From an optimization exercise on the open Yosys and OpenROAD flow, aimed at small area, a short achievable clock period and few clock cycles per item; shortcuts taken in it are not production practice.
Function was not checked in any run shown here: the RTL went through the layout flow alone.

==> flow/design.v (outline; a module is shown in full before it is edited, if it fits) <==
// module matrix_mul: 1615 lines
// module fa: 4 lines
module matrix_mul(
    input wire clk,
    input wire reset,
    input wire start,
    input wire [8:0][7:0] matrix_a,
    input wire [8:0][7:0] matrix_b,
    output reg [8:0][15:0] result,
    output reg done
);
  // ...
==> flow/run.sh <==
#!/bin/bash
# synth_recipe.tcl (not shown) runs the flow's synth.tcl, then flattens the netlist and writes it again
# the make line also repeats each setting of config.mk as NAME=value (left out here)
make -C /OpenROAD-flow-scripts/flow DESIGN_CONFIG=/design/flow/config.mk WORK_HOME=/design/flow/orfs CLKGATE_MAP_FILE= SYNTH_SCRIPT=/design/flow/synth_recipe.tcl finish
==> flow/config.mk <==
export PLATFORM = sky130hd
export DESIGN_NAME = matrix_mul
export DESIGN_NICKNAME = matrix_mul
export VERILOG_FILES = /design/flow/design.v
export SDC_FILE = /design/flow/constraint.sdc
export NUM_CORES = 4
export LEC_CHECK = 0
export CAP_MARGIN = 20
export CORE_MARGIN = 2
export CORE_UTILIZATION = 40
export PLACE_DENSITY = 0.6
export SLEW_MARGIN = 20
export SYNTH_HIERARCHICAL = 1
==> flow/constraint.sdc <==
create_clock -name core_clock -period 10.0 [get_ports {clk}]
set_input_delay 2.0000 -clock core_clock [delete_from_list [all_inputs] [get_ports {clk}]]
set_output_delay 2.0000 -clock core_clock [all_outputs]
set_load 0.01 [all_outputs]
==> impl_metrics.toml, run 1 <==
[status]
status = "no timing/DRC/antenna violations"

[clocking]
cts.sinks = 146
clk_pin_slew_ns = 0.06
clk_latency_ns = 0.50

[timing]
hold_violations = 0
worst_slack_ns = 2.29

[route]
wire_per_inst_um = 24.8
routed_wl_um = 91800
dr_total_vias = 21100
met1Wirelength_um = 35800

[global_routing]
grt_max_degree = 62
grt_pass1_vias = 24100
grt_overflow = 0

[worst_hold_path]
hold_end = "done"
min_path_cells = 1

[final_layout]
multi_input_area_share = 0.711
fill_cells = 6427
nFlopsAndLatches = 146
regArea_um2 = 4380

[logic_synthesis]
syn-cell-area_um2 = 28200

[floorplanning]
die_area_um2 = 72600
io-pin-count = 292
core_area_um2 = 69900

[setup_path]
cp_data_required_time_ns = 10.34
path_depth = 15
r2r.worst_path.cells = 15
r2r-end = "result[79]"
regToRegStartpoint = "phase"

[placement]
port_buffers = 291
place_area_um2 = 31700
dp_hpwl_um = 70400
==> inputs of run 2 (changes only) <==
--- a/flow/config.mk
+++ b/flow/config.mk
@@ -9,5 +9,6 @@
 export CORE_MARGIN = 2
 export CORE_UTILIZATION = 40
 export PLACE_DENSITY = 0.6
+export SETUP_SLACK_MARGIN = 4
 export SLEW_MARGIN = 20
 export SYNTH_HIERARCHICAL = 1
==> run 2 against run 1 <==
Still clean. Wire length rose by 29%. Hold slack got worse by 0.012 ns. Critical path depth fell by 1. Critical path type unchanged.
==> impl_metrics.toml, run 2 <==
[logic_synthesis]
ys_ff_latch = 146
synth_warnings = 7
async_flop_share = 0.0137
synthMuxAreaShare = 0.0144
synth_top_cell_area_share = 0.550
ys_types = 40
yosysMostFrequentCell = "nand2_1"
synth-xor-area-share = 0.0329
syn-cell-area_um2 = 28200
syn_inst = 2592
synthAdderAreaFrac = 0.578
synth_flop_cell = "edfxtp_1"
synth_top_family_by_area = "adder cells"
syn_nets = 3576
synth_largest_area_cell = "fa_1"
synth_compound_area_frac = 0.0330
synth-edff-count = 144
synthSimpleGateAreaFrac = 0.157
seq_area_frac_synth = 0.155
synth_common_cells = "1005 x nand2_1, 774 x fa_1, 156 x clkbuf_1"
avgSynthCellArea_um2 = 10.9
netlist_top_cells_area = "fa_1 55%, edfxtp_1 15%, nand2_1 13%, ha_1 2.8%, xnor2_1 2.2%"

[worst_hold_path]
hp-start = "done"
min_path_cells = 1
min_path_type = "reg2reg"
hold_end = "done"

[timing]
min_period_ns = 6.58
fin_worst_skew_ns = 0.00708
max_slew_margin = 0.357
slew_viol_final = 0
finalCritPeriodShare = 0.658
fmaxAchievable_mhz = 152
setup_violations = 0
rsz0062_at_grt = "yes"
hold_violations = 0
tns_ns = 0
worst_slew_pin_slew_ns = 0.965

[floorplanning]
core_area_um2 = 69900
die_w_um = 269
io-pin-count = 292
die_area_um2 = 72600
die_h_um = 269
rows = 97
start_util = 0.403

[route]
first_iter_violations = 3148
dr_total_vias = 24000
wire_per_inst_um = 29.6
drc = 0
routed_wl_um = 118000
viasPerCell = 6.01
drt-pass1-iter-count = 8
ant_nets = 0

[final_layout]
fill_cells = 5912
final_common_cell = "nand2_1"
largest_reg_flops = 144
nNetsFinal = 4020
drive_above_1_share = 0.308
max_flop_register = "result"
most-common-layout-cells = "906 x nand2_1, 550 x fa_1, 224 x fa_2"
final_cell_area_um2 = 37500
post-route-util = 0.536
syn_to_final_growth_pct = 33.0
largestRegisters = "result (144), done (1), phase (1)"
final_cells = 4000

[clocking]
clockRootBuffer = "clkbuf_16"
numCtsBuffers = 17
clk_pin_slew_ns = 0.08
clk_latency_ns = 0.51
cts_tree = "built"
htreeDepth = 4
clk_path_buf_depth = 2
cts.sinks = 146

[setup_path]
cp_data_required_time_ns = 10.25
ff2ff_setup_slack_ns = 3.77
crit_type = "in2reg"
end_kind = "flip-flop"
cp_max_fo = 12
start_kind = "input pin"
regToRegStartpoint = "phase"
cp_data_arrival_time_ns = 6.83
r2r.worst_path.cells = 16
r2r-end = "result[12]"

[run]
maxCapViolCount = 0

[placement]
dp_cells = 3669
gp_congestion = 0.901
dp_hpwl_um = 69800
place_area_um2 = 32500
port_buffers = 291

[global_routing]
grt_overflow = 0
grt_pass1_wl_um = 172000
grt_pass1_vias = 26600
antenna_found_initial = 14
track_usage = 0.328
grt_max_degree = 80

[status]
status = "no timing/DRC/antenna violations"
## run 2: cell counts after synthesis
No cell type changed its count.
## run 2: critical path, stage by stage
cell,delay (ns)
buf_2,0.37
nand2_1,0.16
fa_1,0.54
fa_2,0.41
fa_2,0.56
fa_1,0.45
fa_2,0.38
fa_2,0.34
fa_2,0.44
or3_4,0.40
buf_4,0.14
buf_6,0.11
o41ai_4,0.37
xnor2_1,0.13
## run 2: per-stage QoR
step	hold WS (ns)	setup WS, ns
3_3_place_gp	0.468	2.27
5_1_grt	0.509	3.33
3_5_place_dp	0.465	2.14
4_1_cts	0.484	3.48
2_1_floorplan	0.518	3.16
6_report	0.476	3.42
## run 2: how the worst max path moves through the flow
stage | startpoint | to | slack [ns] | cells after the start
floorplan | matrix_b[31] | result[13] | 3.16 | 14
global placement | matrix_b[55] | result[13] | 2.27 | 14
detailed placement | matrix_b[3] | result[13] | 2.14 | 14
CTS | matrix_b[4] | result[61] | 3.48 | 15
global route | matrix_a[21] | result[13] | 3.33 | 13
finish | matrix_a[21] | result[12] | 3.42 | 14
## run 2: repair_timing
action | in CTS | in global routing
setup buffers | 179 | 51
hold buffers | 0 | 0
cloned | 54 | 4
resized for setup | 956 | 194
endpoints found under the setup margin | 91 | 72
pin swaps | 203 | 132
## run 2: routing by layer
layer,share of wire,global-route usage,vias up,routed length [µm]
li1,-,-,9147,-
met1,0.34,0.388,12300,40000
met2,0.44,0.497,2026,52700
met3,0.15,0.150,535,18100
met4,0.063,0.181,12,7420
met5,0.0011,0.00592,-,132
## run 2: cell type report
type	instances	area, µm²	share of cell area
sequential	146	4380	0.117
clock buffer	17	425	0.0114
inverter	59	221	0.00591
clock inverter	15	161	0.00431
antenna	11	27.5	0.000735
tap	940	1180	0.0314
timing repair buffer	527	5320	0.142
multi-input combinational	2285	25800	0.688
## run 2: kinds of logic (layout without fill, tap and decap cells)
family | count (synthesis) | after routing
compound gates | 132 | 132
xor+xnor | 106 | 106
fa+ha+maj | 837 | 837
buf+inv | 219 | 618
flops | 146 | 146
mux | 36 | 94
other cells | 0 | 11
simple gates | 1116 | 1116
## run 2: Yosys stat by module (local to each module, per instance)
module / cells inside / copies in the design
fa: 1 / 774
matrix_mul: 1818 / 1

## afterwards: timing with drivers on the ports
No port has a modelled driver above. Below, the same layouts with a new extraction and two added sets of constraints.
Step 1 (the two cells are an assumption about what drives the block):
set clk [get_ports {clk}]
set_driving_cell -lib_cell sky130_fd_sc_hd__clkbuf_16 $clk
set_driving_cell -lib_cell sky130_fd_sc_hd__buf_2 [delete_from_list [all_inputs] $clk]
Step 2 adds t to the input delays and takes it off the output delays; t is the mean of the earliest and latest rising clock arrival at the registers after step 1. Input paths then give back, and output paths get back, about the clock's delay inside the block.
Slacks: no drivers / after step 1 / after step 2; pairs: no drivers / after step 1.
run | shift t [ns] | setup slack, ns | worst hold slack (ns) | latest minus earliest clock arrival (ns) | cell pins on the clock port's net
run 1 | 0.557 | 2.288 / 2.325 / 1.767 | 0.488 / 0.488 / 0.488 | 0.013 / 0.013 | 1
run 2 | 0.571 | 3.421 / 3.453 / 2.882 | 0.476 / 0.476 / 0.476 | 0.010 / 0.010 | 1
After both steps setup and hold are still met in every run listed. The setup slack of run 2, which loses most, moves by +0.032 ns with the drivers and by -0.539 ns with both steps.
